From an optimization exercise on the open Yosys and OpenROAD flow, aimed at small area; shortcuts taken in it are not production practice. RTL that was checked went through simulation tests only; none was proved equivalent to the original. Function not checked in runs 1 to 3: the RTL went through the layout flow alone. Power is estimated from default activity; no workload was simulated.

`design.v`:
```
`timescale 1ns / 1ps
module debounce
    (
        input logic clk,
        input logic rst,
        input logic button,
        output logic pulse
    );
    logic [9:0] q, nq;
    logic en, clr, det, p;
    assign en  = button & ~rst;
    assign clr = ~en;
    assign det = (q[0] & q[4] & q[8] & q[9]) & ~(q[1] | q[3] | q[5] | q[7]);
    assign nq[9] = ~(clr | q[8]);
    assign nq[8] = ~(clr | q[7]);
    assign nq[7] = ~(clr | q[6] | det);    
    assign nq[6] = ~(en & q[5]);
    assign nq[5] = ~(clr | q[4]);
    assign nq[4] = ~(clr | q[3]);
    assign nq[3] = ~(clr | q[2]);
    assign nq[2] = ~(en & q[1]);
    assign nq[1] = ~(clr | q[0]);
    assign nq[0] = ~(en & ~(q[9] ^ q[6]));
    always_ff @(posedge clk) begin
        q <= nq;
        p <= det & ~rst;
    end
    assign pulse = p;
endmodule
`timescale 1ns / 1ps
module single_pulse_detector 
    #(
        parameter detect_type = 2'b0
    )
    (
        input logic clk,
        input logic rst,
        input logic input_signal,
        output logic output_pulse
    );
    logic ff0;
    logic ff1;
    always_ff@(posedge clk, posedge rst) begin
        if (rst) begin
            ff0 <= 1'b0;
            ff1 <= 1'b0;
        end
        else begin
            ff0 <= input_signal;
            ff1 <= ff0;
        end
    end
    always_comb begin
        if (detect_type == 2'b00)
            output_pulse = ~ff1 & ff0;
        else if (detect_type == 2'b01)
            output_pulse = ~ff0 & ff1;
        else if (detect_type == 2'b10)
            output_pulse = ff0 ^ ff1;
        else
            output_pulse = 1'b0;
    end
endmodule
`timescale 1ns/1ps
module lock_fsm
(
    input logic clk,
    input logic rst,
    input logic [3:0] nwse,
    output logic [3:0] led,
    output logic [2:0] rgb
);
    logic [3:0] st, nst;
    logic fl, en1, is_unl, is_alm, is_lock, ge1, ge2, ge3;
    assign nst[0] = (~st[1] & ~st[2]) | (nwse[0] & ~st[3]) | (~nwse[1] & ~nwse[2] & ~nwse[3] & st[0]) | (nwse[1] & nwse[2] & st[0] & ~st[2]) | (nwse[1] & nwse[3] & st[0] & ~st[2]) | (st[0] & ~st[1]) | (nwse[0] & ~st[0] & st[1] & st[2]) | (~nwse[1] & nwse[2] & nwse[3] & st[0]) | (nwse[1] & st[2] & ~st[3]) | (nwse[0] & ~nwse[2] & ~st[2]) | (nwse[2] & st[2] & ~st[3]) | (nwse[0] & ~nwse[1] & st[0]) | (nwse[3] & st[2] & ~st[3]);
    assign nst[1] = (~nwse[0] & ~nwse[1] & ~nwse[2] & ~nwse[3] & ~st[0] & ~st[2]) | (~nwse[0] & nwse[1] & nwse[2] & ~st[2]) | (~nwse[0] & nwse[1] & nwse[3] & ~st[0] & ~st[2]) | (~nwse[0] & nwse[2] & nwse[3] & ~st[2]) | (~st[1] & ~st[2] & st[3]) | (nwse[2] & st[0] & ~st[1] & ~st[2]) | (~nwse[0] & ~nwse[1] & ~nwse[2] & ~nwse[3] & st[1]) | (st[0] & st[1] & st[2]) | (nwse[0] & ~st[0] & st[1] & st[3]) | (~nwse[0] & nwse[1] & nwse[3] & st[0] & st[1]) | (nwse[2] & ~st[0] & ~st[2] & st[3]);
    assign nst[2] = (~nwse[0] & ~nwse[1] & ~nwse[2] & nwse[3]) | (nwse[2] & st[0] & ~st[1]) | (~nwse[0] & ~nwse[1] & nwse[2] & ~nwse[3] & ~st[3]) | (~nwse[0] & nwse[1] & ~nwse[2] & ~nwse[3] & ~st[2]) | (~nwse[0] & ~nwse[1] & nwse[2] & ~nwse[3] & st[0]) | (st[2] & ~st[3]) | (~nwse[0] & ~st[0] & st[2]) | (~nwse[0] & ~nwse[1] & st[2]) | (nwse[1] & st[0] & ~st[1] & st[3]) | (~st[1] & ~st[2] & st[3]) | (nwse[3] & st[0] & ~st[1] & st[2]) | (nwse[0] & ~nwse[1] & ~nwse[3] & st[0] & ~st[1] & ~st[3]);
    assign nst[3] = (nwse[0] & ~st[0] & ~st[1] & ~st[2]) | (nwse[0] & st[0] & st[1]) | (~nwse[0] & ~nwse[1] & ~nwse[2] & ~nwse[3] & st[3]) | (nwse[0] & st[0] & st[3]) | (~nwse[0] & ~nwse[1] & nwse[2] & ~nwse[3] & st[0] & st[2] & ~st[3]) | (nwse[1] & nwse[2] & st[0] & st[3]) | (nwse[1] & nwse[3] & st[0] & st[3]) | (nwse[2] & nwse[3] & st[0] & st[3]) | (~nwse[0] & ~nwse[2] & st[1] & st[3]) | (~nwse[0] & nwse[2] & st[1] & st[2]) | (st[0] & ~st[2] & st[3]) | (nwse[3] & st[1] & st[2] & ~st[3]) | (nwse[0] & nwse[1] & ~nwse[2] & st[0] & ~st[2]) | (~nwse[0] & nwse[1] & st[1] & st[2]) | (nwse[0] & ~nwse[2] & nwse[3] & st[0] & ~st[2]);
    assign fl = (st[0] & ~st[1] & st[2]) | (st[1] & st[2] & ~st[3]);
    assign en1 = (~st[3]);
    assign is_unl = (st[1] & ~st[3]);
    assign is_alm = (~st[1] & st[2]);
    assign is_lock = (st[0] & st[1] & st[2] & st[3]);
    assign ge1 = (~st[2] & ~st[3]) | (~st[0]) | (st[1] & ~st[2]);
    assign ge2 = (~st[2] & ~st[3]) | (~st[0] & ~st[1]);
    assign ge3 = (~st[1] & ~st[2] & ~st[3]) | (~st[0] & ~st[1] & ~st[3]);
    always_ff @(posedge clk, posedge rst) begin
        if (rst)
            st <= 4'd15;
        else
            st <= nst;
    end
    logic [12:0] y1;
    logic [13:0] y2;
    logic f;
    logic [13:0] c1;
    logic [14:0] c2;
    assign c1[0] = en1;
    assign c2[0] = ~en1;
    genvar i;
    generate
        for (i = 0; i < 13; i++) begin : g_c1
            assign c1[i+1] = c1[i] & y1[i];
        end
        for (i = 0; i < 14; i++) begin : g_c2
            assign c2[i+1] = c2[i] & y2[i];
        end
    endgenerate
    always_ff @(posedge clk) begin
        if (!fl) begin
            y1 <= '1;
            y2 <= '1;
        end
        else begin
            y1 <= y1 ^ c1[12:0];
            y2 <= y2 ^ c2[13:0];
        end
    end
    always_ff @(posedge clk, posedge rst) begin
        if (rst)
            f <= 1'b0;
        else if (!fl)
            f <= 1'b0;
        else
            f <= f ^ (c1[13] | c2[14]);
    end
    assign led = {is_unl & f, {3{is_unl & f}} | {ge3, ge2, ge1}};
    assign rgb = {is_alm & f, 1'b0, is_lock};
endmodule
`timescale 1ns / 1ps
module top_fsm
(
    input logic clk,
    input logic rst,
    input logic [3:0] btn,
    output logic [3:0] led,
    output logic [2:0] rgb
);
    logic [3:0] btn_pulse;
genvar k;
generate
    for (k = 0; k < 4; k++) begin : g_btn
        debounce db_btn_i
        (
            .clk(clk),
            .rst(rst),
            .button(btn[k]),
            .pulse(btn_pulse[k])
        );
    end
endgenerate
lock_fsm lock_fsm_i
(
    .clk(clk),
    .rst(rst),
    .nwse(btn_pulse),
    .led(led),
    .rgb(rgb)
);
endmodule
```
`run.sh`:
```
#!/bin/bash
# synth_recipe.tcl (not shown) runs the flow's synth.tcl, then flattens the netlist and writes it again
# the make line also repeats each setting of config.mk as NAME=value (left out here)
make -C /OpenROAD-flow-scripts/flow DESIGN_CONFIG=/design/flow/config.mk WORK_HOME=/design/flow/orfs CLKGATE_MAP_FILE= SYNTH_SCRIPT=/design/flow/synth_recipe.tcl finish
```
`config.mk`:
```
export PLATFORM = sky130hd
export DESIGN_NAME = top_fsm
export DESIGN_NICKNAME = top_fsm
export VERILOG_FILES = /design/flow/design.v
export SDC_FILE = /design/flow/constraint.sdc
export NUM_CORES = 4
export LEC_CHECK = 0
export CAP_MARGIN = 20
export CORE_MARGIN = 2
export CORE_UTILIZATION = 40
export SLEW_MARGIN = 20
```
`constraint.sdc`:
```
create_clock -name core_clock -period 8.0 [get_ports {clk}]
set_input_delay 1.6000 -clock core_clock [delete_from_list [all_inputs] [get_ports {clk}]]
set_output_delay 1.6000 -clock core_clock [all_outputs]
set_load 0.01 [all_outputs]
```
==> results of run 1 <==
==> state kept, by name, summed over array words and instances, names as in the netlist <==
register and count:
g_btn.db_btn_i.q 40, lock_fsm_i.y2 14, lock_fsm_i.y1 13, g_btn.db_btn_i.p 4, lock_fsm_i.st 4, lock_fsm_i.f 1
==> cells in the mapped netlist (5+ instances only) <==
master / instances / area [um^2]
o21ai_0: 6 / 30.0
nor2b_1: 5 / 31.3
ha_1: 27 / 338
xnor2_1: 5 / 43.8
a21oi_1: 6 / 30.0
dfxtp_1: 71 / 1420
or2_2: 28 / 175
nor2_1: 37 / 139
nand2_1: 25 / 93.8
nor3_1: 11 / 55.1
nand4_1: 5 / 31.3
inv_1: 6 / 22.5
==> power breakdown <==
group,total (uW),internal [uW],leakage (uW),switching [uW]
registers,447,418,0.000635,28.8
logic,210,108,0.000565,102
clock network,357,225,0.000130,132
total,1010,751,0.00133,263
==> per-layer routing <==
metal	routed length [um]	vias up	track usage
met5	0	-	0
met2	2020	29	0.193
met1	2300	885	0.171
met4	59	0	0.0773
li1	-	993	-
met3	149	4	0.0480
==> worst paths after layout <==
kind	endpoint	slack, ns	cells past startpoint
setup / recovery	lock_fsm_i.y1[12]	4.19	15
hold / removal	g_btn[2].db_btn_i.q[2]	0.38	1
setup reg to reg	lock_fsm_i.y1[12]	4.19	15
hold reg to reg	g_btn[2].db_btn_i.q[2]	0.38	1
max in group asynchronous	lock_fsm_i.st[2]	5.79	2
min in group asynchronous	lock_fsm_i.f	1.88	2
==> final cells by class <==
class / instances / area (um^2) / share of cell area
multi-input combinational: 192 / 1250 / 0.376
sequential: 76 / 1550 / 0.468
clock inverter: 5 / 108 / 0.0324
clock buffer: 11 / 151 / 0.0456
inverter: 7 / 26.3 / 0.00792
tap: 99 / 124 / 0.0373
timing repair buffer: 11 / 110 / 0.0332
==> metrics by stage <==
step	hold WS (ns)	instances	power, uW	area, um^2	utilization
final	0.377	401	1010	3320	0.462
after global routing	0.395	401	1090	3320	0.462
after CTS	0.377	401	1030	3320	0.462
after detailed placement	0.369	385	671	3060	0.426
after global placement	0.369	385	664	3060	0.426
after floorplan	0.353	289	616	2920	-
==> logic make-up (layout without fill, tap and decap cells) <==
kind of cell	after synthesis	after routing	synth area share
and+or+nand+nor	127	127	0.217
DFF	76	76	0.532
AOI/OAI and AO/OA	30	30	0.0716
adders and majority gates	27	27	0.116
buffers and inverters	21	34	0.0412
xor gates and xnor gates	6	6	0.0180
other	1	1	0.00129
muxes	1	1	0.00343
==> placed cells by master (no fill, tap or decap), types with 3 or more instances in the layout <==
cell type / count
o21ai_0: 6
nor3_1: 11
dfxtp_1: 71
or4_1: 4
clkdlybuf4s50_1: 11
a21oi_1: 6
nor2_1: 37
inv_1: 6
nand4_1: 5
dfstp_2: 4
nand2_1: 25
nor2b_1: 5
bufinv_16: 3
ha_1: 27
clkbuf_8: 11
or2_2: 28
nand3_1: 3
xnor2_1: 5
a31oi_1: 3
==> results.txt, run 1 <==
- Crit path launch: lock_fsm_i.st[3]
- Worst Tran Pin Value: 0.826 ns
- Crit path time final: between 3 and 4 ns
- Crit path arrival time: between 4 and 5 ns
- DRC violations left: 0
- Reg clk slew, reported paths: 0.07 ns
- Final WS setup: between 4 and 5 ns
- Fmax: 263 MHz
- Setup crit end kind: flip-flop
- Asr flop ratio synth: 0.0658
- I/O pin count: 13
- Outcome: finished clean
- Initial antenna violation count: 0
- Leak: 0.00133 uW
- Worst vdd ir: 0.000121 V
- Setup bufs post-CTS: 0
- Unrepaired setup endpoints after global routing: false
- Crit-path max cell delay: 0.62 ns
- P&R area growth vs syn: 13.7%
- Post-cts sizing count: 0
- Fin Setup TNS: 0 ns
- Core ar.: slightly above 0.007 mm^2
- CP delay by family, top: adder cells
- CTS H-tree depth: 3
- Final number of setup-violating endpoints: 0
- Synth Cell Area: 0.00292 mm^2
- Number of synthesized flops with an enable pin: 0
- Worst EP required: 8.23 ns
- CP dominant cell by count: ha_1
- Routed len/inst: 11.3 um
- Via Count: 1911
- TritonCTS Sinks: 76
- Number of global-route vias before repair: 1850
- Grt total ovfl: 0
- CTS tree: built
- Pre-CTS setup slack: roughly 4.2 ns
- FF+latch count, synth: 76
- Pwr dens: 306 mW/mm^2
- CP Max Fanout: 10
- Crit path kind: reg -> reg
- Initial DRT Pass Iterations: 4
- Layout cells sized above 1: 0.172
- Slowest cell on the critical path: dfstp_2
- Max_cap viols: 0
- Die ar.: about 0.0080 mm^2
- # port buffers: 11
- Diodes inserted: 0
- Final hold violations: 0
- Cell Chain, Critical Path: inv_1 -> ha_1 -> ha_1 -> ha_1 -> ha_1 -> ha_1 -> ha_1 -> ha_1 -> ha_1 -> ha_1 -> ha_1 -> ha_1 -> ha_1 -> ha_1 -> or2_2
- Final Skew: 0.0105 ns
- GRT Resource Usage Total: 0.133
- Sequential-to-total area share from yosys stat: 0.532
- Max-slew violations: 0
- Vias per Instance: 4.77
- Hold buffer count at CTS: 0
- HP Start: g_btn[2].db_btn_i.q[1]
- Fin crit share: 0.476
- RePlAce Congestion: 0.798
- Startpoint Class: flip-flop
- Synthesized area per cell: 10.1 um^2
- Synth cell types: 45
- Clock Latency Late Sink: 0.34 ns
- First-pass GRT wire length: roughly 8100 um
- DP HPWL: between 3000 and 4000 um
- Die Span X: 89.4 um
- Final-layout fill cell count: between 600 and 700
- CTS buffer count: 9
- Net count reported at finish: between 300 and 400
- Die H: approximately 89 um
- Main synth FF type: dfxtp_1
- Cell count after synthesis: 289
- DRT Wirelength: 4520 um
- Antenna viol nets, final: 0
- CP Buf/Inv Count: 1
- Site Rows: 31
- Iteration-0 DRC Markers: 85
- CTS root buf: clkbuf_8
- Starting Density: 0.407
- YS warnings: 2
- CTS Buffer Depth: 2
- Relative slew slack: 0.450
- Syn Nets: 322
- Worst Hold Class: reg -> reg
- Largest net degree at the start of global routing: 29
- Reg2reg start: lock_fsm_i.st[3]
==> inputs of run 2 (changes only) <==
==> flow/run.sh (new file) <==
#!/bin/bash
# Standard layout with custom clock tree synthesis and port buffer arguments.
set -e
export CTS_ARGS="-repair_clock_nets -dont_use_dummy_load -buf_list sky130_fd_sc_hd__clkbuf_16"
export BUFFER_PORTS_ARGS=""
bash standard.sh > standard.log 2>&1
==> standard.sh (new file) <==
#!/bin/bash
# synth_recipe.tcl (not shown) runs the flow's synth.tcl, then flattens the netlist and writes it again
# the make line also repeats each setting of config.mk as NAME=value (left out here)
make -C /OpenROAD-flow-scripts/flow DESIGN_CONFIG=/design/flow/config.mk WORK_HOME=/design/flow/orfs CLKGATE_MAP_FILE= SYNTH_SCRIPT=/design/flow/synth_recipe.tcl "${@:-finish}"
removed: run.sh
==> results.txt, run 2 <==
- Die ar.: 0.00799 mm^2
- Number of global-route vias before repair: 1870
- Max-slew violations: 0
- Grt total ovfl: 0
- Synth Cell Area: 0.00292 mm^2
- Share of the synthesized area in the top cell type: 0.487
- Diodes inserted: 0
- Top Registers: g_btn.db_btn_i.q x40, lock_fsm_i.y2 x14, lock_fsm_i.y1 x13
- CTS buffer count: 9
- Site Rows: 31
- Setup crit end kind: flip-flop
- Sequential-to-total area share from yosys stat: 0.532
- Number of synthesized flops with an enable pin: 0
- Commonest cells post-synth: 71 x dfxtp_1, 37 x nor2_1, 28 x or2_2
- First-pass GRT wire length: a little over 8000 um
- CTS tree: built
- Final WS setup: between 4 and 5 ns
- Worst Hold Class: reg -> reg
- Post-cts sizing count: 0
- Fin crit share: 0.475
- Net count reported at finish: between 300 and 400
- Worst vdd ir: 0.000145 V
- Top area cells in the synthesized netlist: dfxtp_1 49%, ha_1 12%, or2_2 6.0%
- Pwr dens: slightly below 300 mW/mm^2
- I/O pin count: 13
- Worst EP required: 8.20 ns
- Synth Area in XOR/XNOR: 0.0180
- Core ar.: 0.00718 mm^2
- Reg clk slew, reported paths: about 0.05 ns
- Hold buffer count at CTS: 0
- Most flop-heavy register: g_btn.db_btn_i.q
- Antenna viol nets, final: 0
- Largest net degree at the start of global routing: 29
- Relative slew slack: 0.471
- YS warnings: 2
- Worst Tran Pin Value: roughly 0.8 ns
- # port buffers: 11
- Main combinational cell family by area after synthesis: simple AND/OR/NAND/NOR gates
- DRT Wirelength: 4520 um
- Crit path kind: reg -> reg
- Fmax: 263 MHz
- Layout cells sized above 1: 0.153
- Initial DRT Pass Iterations: 4
- DRC violations left: 0
- Synthesized area per cell: 10.1 um^2
- Main synth FF type: dfxtp_1
- CP Max Fanout: 10
- Synth Area in Adders: 0.116
- Multiplexer area fraction after synthesis: 0.00343
- CTS Buffer Depth: 2
- Final Skew: 0.0163 ns
- Fin Setup TNS: 0 ns
- Outcome: finished clean
- Asr flop ratio synth: 0.0658
- Final number of setup-violating endpoints: 0
- Max_cap viols: 0
- Synth Area in Compound Gates: 0.0716
- Vias per Instance: 4.82
- Leak: between 0.001 and 0.0015 uW
- Die Span X: a little under 90 um
- Commonest cells after routing, fill and taps aside: 71 x dfxtp_1, 37 x nor2_1, 28 x or2_2, 27 x ha_1, 25 x nand2_1
- WHS: around 0.37 ns
- Crit path time final: 3.80 ns
- Max reg flops: 40
- Clock Latency Late Sink: 0.32 ns
- Crit path arrival time: 4.00 ns
- CTS root buf: clkbuf_16
- Cell count after synthesis: roughly 290
- RePlAce Congestion: around 0.8
- Starting Density: 0.407
- Tot Pwr: 976 uW
- Pre-CTS setup slack: between 4 and 5 ns
- Unrepaired setup endpoints after global routing: false
- Simple-gate share of the synthesized area: 0.217
- Synth cell types: 45
- Final hold violations: 0
- Startpoint Class: flip-flop
- Initial antenna violation count: 0
- FF+latch count, synth: 76
- Iteration-0 DRC Markers: 65
- CTS H-tree depth: 3
- Die H: just under 90 um
- GRT Resource Usage Total: 0.132
- DP HPWL: roughly 3100 um
- Yosys top cell by area: dfxtp_1
- P&R area growth vs syn: 12.5%
- Most frequent cell after synthesis: dfxtp_1
- Commonest non-fill, non-tap cell in the layout: dfxtp_1
- TritonCTS Sinks: 76
- Syn Nets: about 320
- Via Count: 1899
- Routed len/inst: 11.5 um
- Setup bufs post-CTS: 0
==> run 2: path summary, 6_finish.rpt <==
check,cells after the start,slack [ns],startpoint,endpoint
setup / recovery,15,4.20,lock_fsm_i.st[3],lock_fsm_i.y1[12]
hold / removal,1,0.37,g_btn[2].db_btn_i.q[1],g_btn[2].db_btn_i.q[2]
setup reg to reg,15,4.20,lock_fsm_i.st[3],lock_fsm_i.y1[12]
hold reg to reg,1,0.37,g_btn[2].db_btn_i.q[1],g_btn[2].db_btn_i.q[2]
max in group asynchronous,2,5.78,rst,lock_fsm_i.st[2]
min in group asynchronous,2,1.89,rst,lock_fsm_i.f
==> run 2: per-stage QoR <==
stage	instances	utilization	cell area (um^2)
floorplan	289	-	2920
global placement	385	0.426	3060
detailed placement	385	0.426	3060
CTS	394	0.458	3280
global route	394	0.458	3280
finish	394	0.458	3280
==> run 2: critical path, stage by stage (launching register included) <==
cell	delay (ns)
dfstp_2	0.62
inv_1	0.16
ha_1	0.23
ha_1	0.19
ha_1	0.19
ha_1	0.19
ha_1	0.19
ha_1	0.19
ha_1	0.19
ha_1	0.20
ha_1	0.20
ha_1	0.20
ha_1	0.20
ha_1	0.19
ha_1	0.26
or2_2	0.28
==> run 2: report_power, final <==
part / internal (uW) / switching, uW
clock network: 196 / 123
logic: 107 / 101
registers: 419 / 29.2
total: 723 / 253
==> run 2: final cells by class <==
type | instances | area (um^2)
Fill cell | 690 | 3890
Clock buffer | 9 | 225
Sequential cell | 76 | 1550
Multi-Input combinational cell | 192 | 1250
Timing Repair Buffer | 11 | 110
Tap cell | 99 | 124
Inverter | 7 | 26.3
==> run 2: cells by family after synthesis <==
kind of cell    after synthesis
fa+ha+maj                    27
buf+inv                      21
mux                           1
xor+xnor                      6
flops                        76
simple gates                127
other cells                   1
compound gates               30
==> run 2: layer usage <==
| metal | vias to the layer above | GRT usage | wire length (um) |
|---|---|---|---|
| met1 | 861 | 0.166 | 2190 |
| met2 | 40 | 0.201 | 2020 |
| met3 | 9 | 0.0480 | 200 |
| met5 | - | 0 | 0 |
| met4 | 0 | 0.0651 | 108 |
| li1 | 989 | - | - |
==> inputs of run 3 (changes only) <==
==> flow/run.sh (replaced) <==
#!/bin/bash
# Standard layout with custom clock tree synthesis and port buffer arguments.
set -e
export CTS_ARGS="-sink_clustering_enable -repair_clock_nets -dont_use_dummy_load -sink_clustering_size 40 -sink_clustering_max_diameter 500 -buf_list {sky130_fd_sc_hd__clkbuf_8 sky130_fd_sc_hd__clkbuf_16}"
export BUFFER_PORTS_ARGS="-buffer_cell sky130_fd_sc_hd__buf_1"
bash standard.sh > standard.log 2>&1
==> results.txt, run 3 <==
- Outcome: finished clean
- Top area cells in the synthesized netlist: dfxtp_1 49%, ha_1 12%, or2_2 6.0%
- Sequential-to-total area share from yosys stat: 0.532
- Grt total ovfl: 0
- Die ar.: 0.00799 mm^2
- Leak: 0.00124 uW
- Worst Hold Class: reg -> reg
- Tot Pwr: 859 uW
- Pwr dens: about 280 mW/mm^2
- Max reg flops: 40
- Register-to-Register Path Depth: 15
- Worst EP required: between 8 and 9 ns
- Antenna viol nets, final: 0
- Synthesized area per cell: 10.1 um^2
- Final hold violations: 0
- Initial DRT Pass Iterations: 4
- Share of the synthesized area in the top cell type: 0.487
- Main synth FF type: dfxtp_1
- Number of synthesized flops with an enable pin: 0
- DRC violations left: 0
- Number of global-route vias before repair: 1830
- Worst vdd ir: 0.000149 V
- CTS tree: built
- Reg2reg start: lock_fsm_i.st[3]
- Commonest cells after routing, fill and taps aside: 71 x dfxtp_1, 37 x nor2_1, 28 x or2_2, 27 x ha_1, 25 x nand2_1
- Crit path arrival time: just over 4 ns
- RePlAce Congestion: 0.815
- Most frequent cell after synthesis: dfxtp_1
- Site Rows: 31
- Setup crit end kind: flip-flop
- # port buffers: 11
- Flop2flop setup slack: 4.17 ns
- DP HPWL: 3120 um
- Most flop-heavy register: g_btn.db_btn_i.q
- Final number of setup-violating endpoints: 0
- CTS H-tree depth: 3
- Worst Tran Pin Value: approximately 0.77 ns
- First-pass GRT wire length: 8090 um
- FF+latch count, synth: 76
- Die Span X: 89.4 um
- Net count reported at finish: 330
- Fmax: roughly 260 MHz
- YS warnings: 2
- Startpoint Class: flip-flop
- Unrepaired setup endpoints after global routing: false
- P&R area growth vs syn: 6.69%
- Hold EP: g_btn[0].db_btn_i.q[6]
- CP Max Fanout: 10
- Asr flop ratio synth: 0.0658
- Commonest cells post-synth: 71 x dfxtp_1, 37 x nor2_1, 28 x or2_2
- Max_cap viols: 0
- CTS root buf: clkbuf_8
- Cell count after synthesis: 289
- Post-cts sizing count: 0
- R2R Path End: lock_fsm_i.y1[12]
- Hold Path Stages: 1
- Commonest non-fill, non-tap cell in the layout: dfxtp_1
- CTS Buffer Depth: 2
- Reg clk slew, reported paths: 0.08 ns
- Crit path kind: reg -> reg
- Hold buffer count at CTS: 0
- Synth cell types: 45
- DRT Wirelength: 4530 um
- Die H: 89.4 um
- Clock Latency Late Sink: 0.34 ns
- Setup bufs post-CTS: 0
- Max-slew violations: 0
- Routed len/inst: approximately 11 um
- Top Registers: g_btn.db_btn_i.q x40, lock_fsm_i.y2 x14, lock_fsm_i.y1 x13
- CTS buffer count: 9
- Layout cells sized above 1: 0.153
- Iteration-0 DRC Markers: 44
- Starting Density: 0.407
- Core ar.: 0.00718 mm^2
- Fin crit share: 0.479
- Via Count: 1911
- Syn Nets: 322
- Diodes inserted: 0
- Relative slew slack: 0.488
- Fin Setup TNS: 0 ns
- GRT Resource Usage Total: 0.134
- Final-layout fill cell count: 722
- Yosys top cell by area: dfxtp_1
- Crit path time final: 3.83 ns
- I/O pin count: 13
- TritonCTS Sinks: 76
- Synth Cell Area: 0.00292 mm^2
- Largest net degree at the start of global routing: 29
- HP Start: g_btn[0].db_btn_i.q[5]
- Final Skew: about 0.020 ns
- Initial antenna violation count: 0
- Vias per Instance: 4.85
run 3: worst max-delay path by stage:
stage                startpoint                 to  slack, ns
6_report       lock_fsm_i.st[3]  lock_fsm_i.y1[12]       4.17
4_1_cts        lock_fsm_i.st[3]  lock_fsm_i.y1[12]       4.15
3_3_place_gp   lock_fsm_i.st[3]  lock_fsm_i.y1[12]       4.23
5_1_grt        lock_fsm_i.st[3]  lock_fsm_i.y1[12]       3.99
3_5_place_dp   lock_fsm_i.st[3]  lock_fsm_i.y1[12]       4.15
2_1_floorplan  lock_fsm_i.st[3]  lock_fsm_i.y1[12]       4.34
run 3: final cells by class:
class | count | area (um^2) | share of cell area
flip-flops and latches | 76 | 1550 | 0.498
multi-input cells | 192 | 1250 | 0.400
clock buffers | 9 | 124 | 0.0398
well taps | 99 | 124 | 0.0398
repair buffers | 11 | 41.3 | 0.0133
inverters | 7 | 26.3 | 0.00844
run 3: critical path, stage by stage, from the launching register on:
cell and delay (ns):
dfstp_2 0.62, inv_1 0.16, ha_1 0.23, ha_1 0.20, ha_1 0.20, ha_1 0.19, ha_1 0.19, ha_1 0.20
ha_1 0.21, ha_1 0.20, ha_1 0.19, ha_1 0.20, ha_1 0.20, ha_1 0.20, ha_1 0.26, or2_2 0.28
run 3: cells by family (layout without fill, tap and decap cells):
logic type	Yosys count	count (layout)	share of synthesized area
DFF	76	76	0.532
AOI/OAI and AO/OA	30	30	0.0716
muxes	1	1	0.00343
other	1	1	0.00129
xor gates and xnor gates	6	6	0.0180
buffers and inverters	21	27	0.0412
and+or+nand+nor	127	127	0.217
adders and majority gates	27	27	0.116
run 3: stage by stage:
stage / instance area (um^2) / instances / setup WS [ns] / hold slack, ns / util
after floorplan: 2920 / 289 / 4.34 / 0.353 / -
after global placement: 2990 / 385 / 4.23 / 0.368 / 0.417
after detailed placement: 2990 / 385 / 4.15 / 0.369 / 0.417
after CTS: 3110 / 394 / 4.15 / 0.384 / 0.434
after global routing: 3110 / 394 / 3.99 / 0.392 / 0.434
final: 3110 / 394 / 4.17 / 0.379 / 0.434
run 3: routing by layer:
layer  wire, um  share of wire  GRT usage
met3        231          0.051     0.0526
met5          0              0          0
met2       2000           0.44      0.197
met4         90          0.020     0.0706
met1       2200           0.49      0.170
run 3: report_power, final:
| group | switching, uW | internal (uW) | total, uW |
|---|---|---|---|
| Sequential | 29.7 | 418 | 448 |
| Clock | 114 | 100 | 215 |
| Combinational | 100 | 96.7 | 197 |
==> inputs of run 4 (changes only) <==
--- a/design.v
+++ b/design.v
@@ -6,23 +6,18 @@
         input logic button,
         output logic pulse
     );
-    logic [9:0] q, nq;
-    logic en, clr, det, p;
-    assign en  = button & ~rst;
-    assign clr = ~en;
-    assign det = (q[0] & q[4] & q[8] & q[9]) & ~(q[1] | q[3] | q[5] | q[7]);
-    assign nq[9] = ~(clr | q[8]);
-    assign nq[8] = ~(clr | q[7]);
-    assign nq[7] = ~(clr | q[6] | det);    
-    assign nq[6] = ~(en & q[5]);
-    assign nq[5] = ~(clr | q[4]);
-    assign nq[4] = ~(clr | q[3]);
-    assign nq[3] = ~(clr | q[2]);
-    assign nq[2] = ~(en & q[1]);
-    assign nq[1] = ~(clr | q[0]);
-    assign nq[0] = ~(en & ~(q[9] ^ q[6]));
+    localparam logic [9:0] START = 10'd751;           
+    localparam logic [9:0] POL   = 10'b10_1010_1010;
+    logic [9:0] q, l, nl;
+    logic p, det;
+    assign l = q ^ POL;
+    assign det = ~l[9] & l[8] & l[7] & l[5] & l[4] & l[3] & l[1] & l[0];
+    assign nl = {l[8], l[7], l[6] | det, l[5:0], ~(l[9] ^ l[6])};
     always_ff @(posedge clk) begin
-        q <= nq;
+        if (rst || !button)
+            q <= START ^ POL;
+        else
+            q <= nl ^ POL;
         p <= det & ~rst;
     end
     assign pulse = p;
==> run.sh (new file) <==
#!/bin/bash
# synth_recipe.tcl (not shown) runs the flow's synth.tcl, then flattens the netlist and writes it again
# the make line also repeats each setting of config.mk as NAME=value (left out here)
make -C /OpenROAD-flow-scripts/flow DESIGN_CONFIG=/design/flow/config.mk WORK_HOME=/design/flow/orfs CLKGATE_MAP_FILE= SYNTH_SCRIPT=/design/flow/synth_recipe.tcl finish
removed: flow/run.sh
removed: standard.sh
==> results.txt, run 4 <==
- Outcome: finished clean
- DP HPWL: just over 3000 um
- Max_cap viols: 0
- WHS: approximately 0.38 ns
- Diodes inserted: 0
- CP Buf/Inv Count: 1
- Most frequent cell after synthesis: dfxtp_1
- Startpoint Class: flip-flop
- Fin Setup TNS: 0 ns
- CTS buffer count: 9
- Starting Density: 0.408
- Crit-path max cell delay: around 0.63 ns
- Net count reported at finish: 329
- Met3 usage: 0.0443
- Gr busiest metal: met2
- Cell Chain, Critical Path: inv_2 -> ha_1 -> ha_1 -> ha_1 -> ha_1 -> ha_1 -> ha_1 -> ha_1 -> ha_1 -> ha_1 -> ha_1 -> ha_1 -> ha_1 -> ha_1 -> or3_1
- Commonest cells after routing, fill and taps aside: 71 x dfxtp_1, 36 x nor2_1, 28 x or3_1, 27 x ha_1, 23 x nand2_1
- Commonest non-fill, non-tap cell in the layout: dfxtp_1
- DRC violations left: 0
- Crit path time final: 3.80 ns
- CTS H-tree depth: 3
- Routed len/inst: roughly 12 um
- CTS Buffer Depth: 2
- First-pass GRT wire length: about 8000 um
- Clock Latency Late Sink: about 0.34 ns
- Pwr dens: 321 mW/mm^2
- Top area cells in the synthesized netlist: dfxtp_1 49%, ha_1 12%, or3_1 6.0%
- Worst Hold Class: reg -> reg
- Yosys top cell by area: dfxtp_1
- Grt total ovfl: 0
- CP Max Fanout: 9
- Max reg flops: 40
- Unrepaired setup endpoints after global routing: false
- Die H: 89.5 um
- Initial antenna violation count: 0
- Final Skew: just over 0.01 ns
- Worst EP required: between 8 and 9 ns
- Post-cts sizing count: 0
- Hold Path Stages: 1
- Slowest cell on the critical path: dfstp_2
- Syn Nets: 324
- DRT Wirelength: 4620 um
- Met1 Use GR: 0.175
- P&R area growth vs syn: 12.1%
- Die ar.: 0.00801 mm^2
- # port buffers: 11
- Crit path depth: 15
- Top Registers: g_btn.db_btn_i.q x40, lock_fsm_i.y2 x14, lock_fsm_i.y1 x13
- Fmax: between 200 and 300 MHz
- I/O pin count: 13
- Setup bufs post-CTS: 0
- Synthesized area per cell: 10.1 um^2
- Site Rows: 31
- Register-to-Register Path Depth: 15
- Worst Tran Pin Value: 0.762 ns
- Synth cell types: 43
- Main synth FF type: dfxtp_1
- Antenna viol nets, final: 0
- Tot Pwr: 1050 uW
- Setup crit end kind: flip-flop
- Initial DRT Pass Iterations: 4
- Vias per Instance: between 4 and 5
- CP dominant cell by count: ha_1
- Most flop-heavy register: g_btn.db_btn_i.q
- TritonCTS Sinks: 76
- CP delay by family, top: adder cells
- Fin crit share: 0.475
- Relative slew slack: 0.492
- CTS root buf: clkbuf_8
- Hold buffer count at CTS: 0
- Cell count after synthesis: about 290
- Iteration-0 DRC Markers: 92
- Commonest cells post-synth: 71 x dfxtp_1, 36 x nor2_1, 28 x or3_1
- Reg clk slew, reported paths: around 0.08 ns
- YS warnings: 2
- Sequential-to-total area share from yosys stat: 0.530
- Crit path arrival time: 4.03 ns
- RePlAce Congestion: 0.760
- Share of the synthesized area in the top cell type: 0.486
- Via Count: between 1500 and 2000
- FF+latch count, synth: between 70 and 80
- Crit path kind: reg -> reg
- Core ar.: ~0.0072 mm^2
- CTS tree: built
- Asr flop ratio synth: 0.0658
- Worst vdd ir: 0.000100 V
- Met2 Track Usage GR: 0.202
- Final number of setup-violating endpoints: 0
- Largest net degree at the start of global routing: 33
- Layout cells sized above 1: 0.0764
- Max-slew violations: 0
- Number of global-route vias before repair: 1862
- Number of synthesized flops with an enable pin: 0
- Final hold violations: 0
- Die Span X: 89.5 um
- Synth Cell Area: 0.00293 mm^2
- Leak: 0.00128 uW
- GRT Resource Usage Total: 0.134
==> run 4: cell types whose count changed in the layout (fill, tap and decap cells not counted), moves of 3 or more <==
cell / previous run / this run
buf_1: 11 / 0
o21ai_1: 0 / 3
clkdlybuf4s50_1: 0 / 11
or2_2: 28 / 1
o21ai_0: 6 / 11
nor3_1: 11 / 14
inv_1: 6 / 3
or3_1: 0 / 28
nand3b_1: 0 / 3
==> run 4: final timing paths <==
path,start,endpoint,slack [ns]
setup / recovery,lock_fsm_i.st[3],lock_fsm_i.y1[12],4.20
hold / removal,g_btn[1].db_btn_i.q[5],g_btn[1].db_btn_i.q[6],0.38
setup reg to reg,lock_fsm_i.st[3],lock_fsm_i.y1[12],4.20
hold reg to reg,g_btn[1].db_btn_i.q[5],g_btn[1].db_btn_i.q[6],0.38
max in group asynchronous,rst,lock_fsm_i.st[3],5.78
min in group asynchronous,rst,lock_fsm_i.f,1.89
==> run 4: metrics by stage <==
stage / utilization / area [um^2] / setup WS, ns / cells
final: 0.457 / 3280 / 4.20 / 400
after global placement: 0.427 / 3060 / 4.24 / 384
after floorplan: - / 2930 / 4.28 / 291
after detailed placement: 0.427 / 3060 / 4.19 / 384
after global routing: 0.457 / 3280 / 3.98 / 400
after CTS: 0.457 / 3280 / 4.17 / 400
==> run 4: final cells by class <==
type | instances | area [um^2]
Clock buffer | 10 | 128
Clock inverter | 6 | 88.8
Fill cell | 687 | 3900
Inverter | 5 | 20.0
Multi-Input combinational cell | 193 | 1260
Sequential cell | 76 | 1550
Tap cell | 99 | 124
Timing Repair Buffer | 11 | 110
==> run 4: worst reg2reg max path: stages, from the launching register on <==
cell	delay [ns]
dfstp_2	0.63
inv_2	0.11
ha_1	0.22
ha_1	0.20
ha_1	0.19
ha_1	0.19
ha_1	0.19
ha_1	0.19
ha_1	0.19
ha_1	0.20
ha_1	0.20
ha_1	0.19
ha_1	0.20
ha_1	0.20
ha_1	0.26
or3_1	0.33
==> run 4: logic make-up after synthesis <==
| kind of cell | after synthesis | share of synthesized area |
|---|---|---|
| muxes | 1 | 0.00770 |
| xor gates and xnor gates | 6 | 0.0180 |
| and+or+nand+nor | 129 | 0.226 |
| AOI/OAI and AO/OA | 29 | 0.0607 |
| adders and majority gates | 27 | 0.115 |
| buffers and inverters | 22 | 0.0402 |
| DFF | 76 | 0.530 |
| other | 1 | 0.00128 |
==> run 4: layer usage <==
layer / wire, um / part of all wire
met5: 0 / 0
met4: 40 / 0.0087
met3: 214 / 0.046
met2: 1980 / 0.43
met1: 2390 / 0.52
==> run 4: power breakdown <==
| part | switching, uW | leakage [uW] | total [uW] | internal, uW |
|---|---|---|---|---|
| clock | 136 | 0.000102 | 312 | 176 |
| combinational | 141 | 0.000546 | 272 | 131 |
| sequential | 36.7 | 0.000635 | 466 | 430 |
| total | 315 | 0.00128 | 1050 | 736 |

-- what the ideal ports hide --
The flow's constraints put no driver on any port. The routed layouts listed below were extracted and timed again, unchanged, in two steps. Step 1 sets driving cells, clkbuf_16 on the clock port and buf_2 on the other inputs (assumed; they add their load-dependent delay and slew). Step 2 times the ports against the registers' clock, not the clock port: input delays grow and output delays shrink by t, the midpoint of the rising clock arrivals with the driver on. a / b / c = ideal / step 1 / step 2; a / b = the first two.
run	t (ns)	slack for setup (ns)	latest minus earliest clock arrival (ns)	worst register clock-pin slew, ns	worst data-port slew with drivers (ns)
run 1	0.358	4.194 / 4.194 / 4.194	0.011 / 0.011	0.08 / 0.08	0.03
run 2	0.345	4.203 / 4.203 / 4.203	0.017 / 0.016	0.06 / 0.06	0.03
run 3	0.355	4.170 / 4.170 / 4.170	0.023 / 0.023	0.08 / 0.08	0.03
run 4	0.362	4.198 / 4.198 / 4.198	0.011 / 0.011	0.08 / 0.08	0.03
After both steps setup and hold are still met in every run listed.
